Background: an optimization exercise with open tools, aiming at small area. Do not read the settings as production practice.
Function was checked by simulation only, so behaviour that the tests miss may differ from the original.
Power and IR drop assume default switching activity.

`flow/flow/run.sh`:
```
#!/bin/bash
# Own layout flow: the standard flow (standard.sh, unchanged synthesis,
# floorplan, power grid, placement and routing) with two knobs changed:
#  - port buffers are sky130_fd_sc_hd__buf_1 instead of the default pick,
#  - the clock tree is built from clkbuf_4 cells without dummy loads.
# The full make output goes to standard_flow.log in this folder; ORFS's
# per-step logs stay under orfs/logs/.
set -euo pipefail
bash standard.sh \
  "BUFFER_PORTS_ARGS=-buffer_cell sky130_fd_sc_hd__buf_1" \
  "CTS_ARGS=-sink_clustering_enable -repair_clock_nets -dont_use_dummy_load -buf_list sky130_fd_sc_hd__clkbuf_4" \
  finish > standard_flow.log 2>&1
```
`flow/standard.sh`:
```
#!/bin/bash
# synth_recipe.tcl (not shown) runs the flow's synth.tcl, then flattens the netlist and writes it again
# the make line also repeats each setting of config.mk as NAME=value (left out here)
make -C /OpenROAD-flow-scripts/flow DESIGN_CONFIG=/design/flow/config.mk WORK_HOME=/design/flow/orfs CLKGATE_MAP_FILE= SYNTH_SCRIPT=/design/flow/synth_recipe.tcl "${@:-finish}"
```
`flow/config.mk`:
```
export PLATFORM = sky130hd
export DESIGN_NAME = y_huff
export DESIGN_NICKNAME = y_huff
export VERILOG_FILES = /design/flow/design.v
export SDC_FILE = /design/flow/constraint.sdc
export NUM_CORES = 4
export LEC_CHECK = 0
export ABC_AREA = 1
export CAP_MARGIN = 20
export CORE_MARGIN = 2
export CORE_UTILIZATION = 55
export SLEW_MARGIN = 20
```
`flow/constraint.sdc`:
```
create_clock -name core_clock -period 10.0 [get_ports {clk}]
set_input_delay 2.0000 -clock core_clock [delete_from_list [all_inputs] [get_ports {clk}]]
set_output_delay 2.0000 -clock core_clock [all_outputs]
set_load 0.01 [all_outputs]
```
`flow/design.v`:
```
module y_huff(clk, rst, enable,
Y11, Y12, Y13, Y14, Y15, Y16, Y17, Y18, Y21, Y22, Y23, Y24, Y25, Y26, Y27, Y28,
Y31, Y32, Y33, Y34, Y35, Y36, Y37, Y38, Y41, Y42, Y43, Y44, Y45, Y46, Y47, Y48,
Y51, Y52, Y53, Y54, Y55, Y56, Y57, Y58, Y61, Y62, Y63, Y64, Y65, Y66, Y67, Y68,
Y71, Y72, Y73, Y74, Y75, Y76, Y77, Y78, Y81, Y82, Y83, Y84, Y85, Y86, Y87, Y88,
JPEG_bitstream, data_ready, output_reg_count, end_of_block_output,
 end_of_block_empty);
input		clk;
input		rst;
input		enable;
input  [10:0]  Y11, Y12, Y13, Y14, Y15, Y16, Y17, Y18, Y21, Y22, Y23, Y24;
input  [10:0]  Y25, Y26, Y27, Y28, Y31, Y32, Y33, Y34, Y35, Y36, Y37, Y38;
input  [10:0]  Y41, Y42, Y43, Y44, Y45, Y46, Y47, Y48, Y51, Y52, Y53, Y54;
input  [10:0]  Y55, Y56, Y57, Y58, Y61, Y62, Y63, Y64, Y65, Y66, Y67, Y68;
input  [10:0]  Y71, Y72, Y73, Y74, Y75, Y76, Y77, Y78, Y81, Y82, Y83, Y84;
input  [10:0]  Y85, Y86, Y87, Y88;
output	[31:0]	JPEG_bitstream;
output	data_ready;
output	[4:0] output_reg_count;
output	end_of_block_output;
output		end_of_block_empty;
wire ld = enable & ~rst;
wire [11*64-1:0] yin = {Y88, Y87, Y78, Y68, Y77, Y86, Y85, Y76, Y67, Y58, Y48, Y57, Y66, Y75, Y84, Y83, Y74, Y65, Y56, Y47, Y38, Y28, Y37, Y46, Y55, Y64, Y73, Y82, Y81, Y72, Y63, Y54, Y45, Y36, Y27, Y18, Y17, Y26, Y35, Y44, Y53, Y62, Y71, Y61, Y52, Y43, Y34, Y25, Y16, Y15, Y24, Y33, Y42, Y51, Y41, Y32, Y23, Y14, Y13, Y22, Y31, Y21, Y12, Y11};
reg  [11*77-1:0] ch;
always @(posedge clk) begin
	ch[11*13-1:0] <= ch[11*14-1:11];
	ch[11*77-1:11*13] <= (yin & {704{ld}}) | ({11'd0, ch[11*77-1:11*14]} & {704{~rst}});
end
wire [10:0] head = ch[10:0];
reg [6:0] bc;
always @(posedge clk) begin
	if (rst) bc <= 7'd127;
	else if (enable) bc <= 7'd0;
	else if (bc != 7'd127) bc <= bc + 7'd1;
end
wire is_dc  = bc == 7'd13;                  
wire is_ac  = bc >= 7'd14 && bc <= 7'd76;   
wire is_63  = bc == 7'd76;
wire is_64  = bc == 7'd77;
wire det1 = |ch[11*29 +: 11];
wire det2 = |ch[11*48 +: 11];
reg nz_a, nz_b, nz_c;
always @(posedge clk) begin
	if (ld) begin
		nz_a <= 1'b0; nz_b <= 1'b0; nz_c <= 1'b0;
	end else if (bc <= 7'd28) begin
		nz_a <= nz_a | det1 | det2;
		nz_b <= nz_b | det2 | (det1 & (bc >= 7'd16));
		nz_c <= nz_c | (det2 & (bc >= 7'd13));
	end
end
wire eobf = (bc <= 7'd42) ? ~nz_a : (bc <= 7'd58) ? ~nz_b : (bc <= 7'd75) ? ~nz_c : 1'b1;
reg [10:0] prev;    
always @(posedge clk) begin
	if (rst) prev <= 11'd0;
	else if (is_dc) prev <= head;
end
wire [11:0] val  = {head[10], head} - ({prev[10], prev} & {12{is_dc}});
wire        neg  = val[11];
wire [11:0] amp  = val - {11'd0, neg};
wire [10:0] mag  = amp[10:0] ^ {11{neg}};
reg  [3:0]  size;
integer k;
always @* begin
	size = 4'd0;
	for (k = 0; k < 11; k = k + 1)
		if (mag[k]) size = k + 1;
end
wire ez = head == 11'd0;
reg [3:0] zr;       
always @(posedge clk) zr <= (is_dc | ~ez) ? 4'd0 : zr + 4'd1;
wire [3:0] run = (is_63 & ez) ? 4'd0 : zr;
reg [20:0] hc;      
always @* begin
	casez ({is_dc, run, size})
      9'b0_0000_0000: hc = {5'd4, 16'b1010000000000000};
      9'b0_0000_0001: hc = {5'd2, 16'b0000000000000000};
      9'b0_0000_0010: hc = {5'd2, 16'b0100000000000000};
      9'b0_0000_0011: hc = {5'd3, 16'b1000000000000000};
      9'b0_0000_0100: hc = {5'd4, 16'b1011000000000000};
      9'b0_0000_0101: hc = {5'd5, 16'b1101000000000000};
      9'b0_0000_0110: hc = {5'd7, 16'b1111000000000000};
      9'b0_0000_0111: hc = {5'd8, 16'b1111100000000000};
      9'b0_0000_1000: hc = {5'd10, 16'b1111110110000000};
      9'b0_0001_0000: hc = {5'd2, 16'b0000000000000000};
      9'b0_0001_0001: hc = {5'd4, 16'b1100000000000000};
      9'b0_0001_0010: hc = {5'd5, 16'b1101100000000000};
      9'b0_0001_0011: hc = {5'd7, 16'b1111001000000000};
      9'b0_0001_0100: hc = {5'd9, 16'b1111101100000000};
      9'b0_0001_0101: hc = {5'd11, 16'b1111111011000000};
      9'b0_0010_0000: hc = {5'd2, 16'b0000000000000000};
      9'b0_0010_0001: hc = {5'd5, 16'b1110000000000000};
      9'b0_0010_0010: hc = {5'd8, 16'b1111100100000000};
      9'b0_0010_0011: hc = {5'd10, 16'b1111110111000000};
      9'b0_0010_0100: hc = {5'd12, 16'b1111111101000000};
      9'b0_0011_0000: hc = {5'd2, 16'b0000000000000000};
      9'b0_0011_0001: hc = {5'd6, 16'b1110100000000000};
      9'b0_0011_0010: hc = {5'd9, 16'b1111101110000000};
      9'b0_0011_0011: hc = {5'd12, 16'b1111111101010000};
      9'b0_0100_0000: hc = {5'd2, 16'b0000000000000000};
      9'b0_0100_0001: hc = {5'd6, 16'b1110110000000000};
      9'b0_0100_0010: hc = {5'd10, 16'b1111111000000000};
      9'b0_0101_0000: hc = {5'd2, 16'b0000000000000000};
      9'b0_0101_0001: hc = {5'd7, 16'b1111010000000000};
      9'b0_0101_0010: hc = {5'd11, 16'b1111111011100000};
      9'b0_0110_0000: hc = {5'd2, 16'b0000000000000000};
      9'b0_0110_0001: hc = {5'd7, 16'b1111011000000000};
      9'b0_0110_0010: hc = {5'd12, 16'b1111111101100000};
      9'b0_0111_0000: hc = {5'd2, 16'b0000000000000000};
      9'b0_0111_0001: hc = {5'd8, 16'b1111101000000000};
      9'b0_0111_0010: hc = {5'd12, 16'b1111111101110000};
      9'b0_1000_0000: hc = {5'd2, 16'b0000000000000000};
      9'b0_1000_0001: hc = {5'd9, 16'b1111110000000000};
      9'b0_1000_0010: hc = {5'd15, 16'b1111111110000000};
      9'b0_1001_0000: hc = {5'd2, 16'b0000000000000000};
      9'b0_1001_0001: hc = {5'd9, 16'b1111110010000000};
      9'b0_1010_0000: hc = {5'd2, 16'b0000000000000000};
      9'b0_1010_0001: hc = {5'd9, 16'b1111110100000000};
      9'b0_1011_0000: hc = {5'd2, 16'b0000000000000000};
      9'b0_1011_0001: hc = {5'd10, 16'b1111111001000000};
      9'b0_1100_0000: hc = {5'd2, 16'b0000000000000000};
      9'b0_1100_0001: hc = {5'd10, 16'b1111111010000000};
      9'b0_1101_0000: hc = {5'd2, 16'b0000000000000000};
      9'b0_1101_0001: hc = {5'd11, 16'b1111111100000000};
      9'b0_1110_0000: hc = {5'd2, 16'b0000000000000000};
      9'b0_1111_0000: hc = {5'd11, 16'b1111111100100000};
      9'b1_????_0000: hc = {5'd2, 16'b0000000000000000};
      9'b1_????_0001: hc = {5'd2, 16'b0100000000000000};
      9'b1_????_0010: hc = {5'd2, 16'b1000000000000000};
      9'b1_????_0011: hc = {5'd3, 16'b1100000000000000};
      9'b1_????_0100: hc = {5'd4, 16'b1110000000000000};
      9'b1_????_0101: hc = {5'd5, 16'b1111000000000000};
      9'b1_????_0110: hc = {5'd6, 16'b1111100000000000};
      9'b1_????_0111: hc = {5'd7, 16'b1111110000000000};
      9'b1_????_1000: hc = {5'd8, 16'b1111111000000000};
      9'b1_????_1001: hc = {5'd9, 16'b1111111100000000};
      9'b1_????_1010: hc = {5'd10, 16'b1111111110000000};
      9'b1_????_1011: hc = {5'd11, 16'b1111111111000000};
      default: hc = 21'd0;
	endcase
end
reg [6:0] tb;
reg [3:0] fl;
always @* begin
	case (run)
      4'd0: begin tb = 7'd121; fl = 4'd9; end
      4'd1: begin tb = 7'd126; fl = 4'd6; end
      4'd2: begin tb = 7'd4; fl = 4'd5; end
      4'd3: begin tb = 7'd11; fl = 4'd4; end
      4'd4: begin tb = 7'd19; fl = 4'd3; end
      4'd5: begin tb = 7'd27; fl = 4'd3; end
      4'd6: begin tb = 7'd35; fl = 4'd3; end
      4'd7: begin tb = 7'd43; fl = 4'd3; end
      4'd8: begin tb = 7'd51; fl = 4'd3; end
      4'd9: begin tb = 7'd60; fl = 4'd2; end
      4'd10: begin tb = 7'd69; fl = 4'd2; end
      4'd11: begin tb = 7'd78; fl = 4'd2; end
      4'd12: begin tb = 7'd87; fl = 4'd2; end
      4'd13: begin tb = 7'd96; fl = 4'd2; end
      4'd14: begin tb = 7'd106; fl = 4'd1; end
      4'd15: begin tb = 7'd116; fl = 4'd1; end
	endcase
end
wire        aclong = ~is_dc & (size >= fl);
wire [6:0]  lcode  = tb + {3'd0, size};
wire [20:0] hcx    = aclong ? {5'd16, 9'h1ff, lcode} : hc;
wire [4:0]  hlen = hcx[20:16];
wire [15:0] code = hcx[15:0];
wire emit = is_dc | (is_ac & (~ez | ((zr == 4'd15) & ~eobf) | is_63));
reg  [4:0]  pos;        
reg  [31:0] word;       
reg  [31:7] ovf;        
reg         wrapped;    
reg         eob_out;
wire [4:0]  p    = is_dc ? 5'd0 : pos;
wire [5:0]  sum  = {1'b0, p} + {1'b0, hlen} + {2'b0, size};    
wire [10:0] ampm = amp[10:0] & ~(11'h7ff << size);
wire [63:0] rc2  = {code, 16'd0, code, 16'd0} >> p;
wire [63:0] ra2  = {21'd0, ampm, 21'd0, ampm} >> sum[4:0];
wire [31:0] rot  = rc2[31:0] | ra2[31:0];
wire [31:0] keep = 32'hffffffff << (6'd32 - {1'b0, p});
wire [31:0] old  = {wrapped ? ovf : word[31:7], word[6:0]};
always @(posedge clk) begin
	if (emit) pos <= sum[4:0];
	word <= (old & keep) | (rot & ~keep);
	ovf  <= rot[31:7];
	wrapped <= ~rst & emit & sum[5];
	eob_out <= ~rst & is_64;
end
assign JPEG_bitstream = word;
assign data_ready = wrapped | eob_out;
assign output_reg_count = pos;
assign end_of_block_output = eob_out;
assign end_of_block_empty = eob_out & (pos == 5'd0);
endmodule
```
==> flow_metrics.tcl <==
set metrics [dict create \
    clk_pin_slew_ns 0.07 \
    syn_area_per_cell_um2 8.252 \
    syn_inst 4060 \
    power_mw 10.79 \
    core_um2 60250 \
    fin_util_pct 63.84 \
    placed_cell_area_um2 36730 \
    synth.cell_area_um2 33500 \
    status "finished clean" \
    clockRootBuffer "clkbuf_4" \
    power.leakage_nw 16.59 \
    grtUsageTotal_pct 36.50 \
    initial_core_util_pct 55.61 \
    async_flop_share_pct 0 \
    cts_hold_buf 0 \
    intPower_mw 6.445 \
    antenna_found_initial 30 \
    rr_startpoint "bc[1]$_SDFFE_PP1P_" \
    synthDistinctLibCells 57 \
    routedWlPerCell_um 20.80 \
    htree_levels 4 \
    synth_seq_cells 936 \
    min_path_type "flop to flop" \
    cp-start-kind "flop" \
    setup_viol 0 \
    insertion_delay_ns 1.02 \
    worst_pin_slew_ns 1.109 \
    synth.yosys.seq_area_share_pct 57.03 \
    port_buffers 746 \
    swShare_pct 40.29 \
    dieArea_um2 62910 \
    area_growth_syn_to_layout_pct 14.79 \
    vias_per_cell 5.404 \
    pre_cts_slack_ns 1.127 \
    ys.flop_type "dfxtp_1" \
    cpMostUsedCell "nand2_1" \
    hold_viol_final 0 \
    overflow 0 \
    vias 30550 \
    grt_pass1_wl_mm 171.8 \
    hold_start "ch[45]$_DFF_P_" \
    grt_max_degree 224 \
    final_net_count 5603 \
    grt_pass1_vias 28780 \
    syn-num-nets 4818 \
    cts_buffer_depth 3 \
    critical_path.endpoint_type "flop" \
    fin_skew_ns 0.1207 \
    cts_tree "done" \
    setup_ws_ns 0.9375 \
    cts_buffers 221 \
    cp.arrival_ns 9.74 \
    comb_power_share_pct 37.8 \
    fin_area_um2 38460 \
    drtIter0Drc 3164 \
    rsz0062_at_grt "no" \
    row_count 90 \
    num_io_pins 747 \
    die_h_um 250.8 \
    power.density_nw_per_um2 280.7 \
    synth_edf_count 37 \
    fmax_ghz 0.1103 \
    maxCapViolations 0 \
    cp_max_fo 35 \
    seqPwrFrac_pct 41.1 \
    gp_congestion 0.9724 \
    clkSinkCount 936 \
    cts_setup_buffers 0 \
    finalCritPeriodShare_pct 90.63 \
    final.min_clock_period_ns 9.063 \
    holdPathEnd "ch[34]$_DFF_P_" \
    fill_cells 5574 \
    crit_required_ns 10.67 \
    totalWireLength_mm 117.6 \
    p_switching_mw 4.349 \
    crit_start "bc[1]$_SDFFE_PP1P_" \
    cp_slowest_cell "fa_1" \
    fin_setup_tns_ns 0 \
    peakVddDrop_v 0.0002886 \
    hold_depth 0 \
    critical_path_class "flop to flop" \
    worstRegToRegCells 50 \
    dpl.hpwl_mm 88.85 \
    drive_gt1_share_pct 7.020 \
    drt_drc_violations_left 0 \
    yosys_warnings 1 \
    slowest_delay_ns 0.62 \
    drv_slew 0 \
    firstDrtPassIters 6 \
    drtAntennaViolNets 0 \
    r2r_setup_slack_ns 0.94 \
    ctsResizeCount 0 \
    slew_headroom_pct 26.07 \
    die_x_um 250.8 \
    clockPowerShare_pct 21.2 \
]
cell usage after synthesis (19+ instances only):
cell type  number  area share (%)
o21ai_0        84             1.3
nand3_1       229             3.4
dfxtp_1       899              54
edfxtp_1       37             3.3
nor3_1         19            0.28
nor2_1        881             9.9
nand2_1       497             5.6
ha_1           44             1.6
inv_1         204             2.3
nand2_2        25            0.47
clkbuf_1      178             2.0
a21oi_1       726              11
nand4_1        39            0.73
stage by stage:
step / hold WS, ns / instances
2_1_floorplan: 0.3096 / 4060
3_3_place_gp: 0.3098 / 5404
3_5_place_dp: 0.3121 / 5404
4_1_cts: 0.1984 / 5625
5_1_grt: 0.2211 / 5641
6_report: 0.2368 / 5653
layout by cell type (no fill, tap or decap), types with 6 or more instances in the layout:
master	count
clkbuf_4	223
ha_1	44
edfxtp_1	37
o211ai_1	14
nand2_2	25
nand3_1	229
dfxtp_1	899
buf_4	20
nand3_2	13
nor4_1	6
nor2_2	14
diode_2	28
o31ai_1	8
clkinv_1	6
a31oi_1	6
nand2_1	497
o21ai_0	84
buf_1	744
nor2_1	880
inv_1	204
o21ai_1	14
nand4_1	39
a21oi_1	726
nor3_1	19
nand4_2	6
inv_2	11
fa_1	7
final cells by class:
| cell class | instances | area (um2) | share of cell area [%] |
|---|---|---|---|
| inverter | 222 | 835.8 | 2.173 |
| antenna | 28 | 70.07 | 0.1822 |
| clock buffer | 221 | 1659 | 4.314 |
| timing repair buffer | 771 | 3058 | 7.951 |
| multi-input combinational | 2693 | 12750 | 33.15 |
| tap | 782 | 978.4 | 2.544 |
| sequential | 936 | 19110 | 49.68 |
sequential cells by signal, summed over array words and instances (netlist names), 4 cells and up, named ones only:
name / count
ch: 847
bc: 7
ovf: 25
pos: 5
prev: 11
zr: 4
how the worst max path moves through the flow:
stage / depth (start not counted) / endpoint / slack, ns
after global placement: 51 / flop / 1.40
after global routing: 50 / flop / 0.11
after floorplan: 56 / flop / 1.51
after CTS: 52 / flop / 1.06
final: 50 / flop / 0.94
after detailed placement: 52 / flop / 1.13
routing by layer:
layer	wire, um	GRT usage (%)	share of wire, %
met5	92	0	0.078
met4	3657	15.14	3.1
met3	11760	10.95	10
met2	52890	56.17	45
met1	49190	47.99	42
cell families after synthesis:
logic type                 after synthesis  share of synthesized area (%)
and+or+nand+nor                       1755                          22.16
AOI/OAI and AO/OA                      878                          13.54
xor gates and xnor gates                 6                         0.1568
muxes                                    3                        0.08963
adders and majority gates               51                          2.061
DFF                                    936                          57.03
buffers and inverters                  431                          4.963
power by group through the flow:
stage / registers, mW / logic [mW] / clock network, mW
6_report: 4.43 / 4.08 / 2.28
5_1_grt: 4.45 / 4.53 / 2.51
3_3_place_gp: 4.50 / 3.94 / 0
3_5_place_dp: 4.50 / 3.97 / 0
2_1_floorplan: 4.46 / 2.75 / 0
4_1_cts: 4.43 / 3.98 / 2.32
worst max-delay path, delay by kind of cell, from the launching register on:
kind                       cells  cell delay, ns
and+or+nand+nor               31            3.34
DFF                            1            0.40
buffers and inverters          8            1.53
adders and majority gates      8            2.56
AOI/OAI and AO/OA              3            0.92

afterwards: timing with drivers on the ports:
How much do the figures lean on ideal ports? The routed layout below was timed once more, with nothing changed but the port constraints. Step 1 assumes that a clkbuf_16 drives the clock port and a buf_2 every other input. Step 2 times the ports against the registers' clock, not the clock port: input delays grow and output delays shrink by t, the midpoint of the rising clock arrivals with the driver on. Three values: no drivers, after step 1, after step 2; two values: the first two.
t (ns): 1.019
slack for setup (ns): 0.937 / 0.937 / 0.937
hold slack, ns: 0.237 / 0.237 / 0.237
latest minus earliest clock arrival (ns): 0.130 / 0.130
worst data-port slew with drivers (ns): 0.12
After both steps setup and hold are still met in this run. For this run, drivers alone change the setup slack by 0.000 ns; drivers and shift together by 0.000 ns.
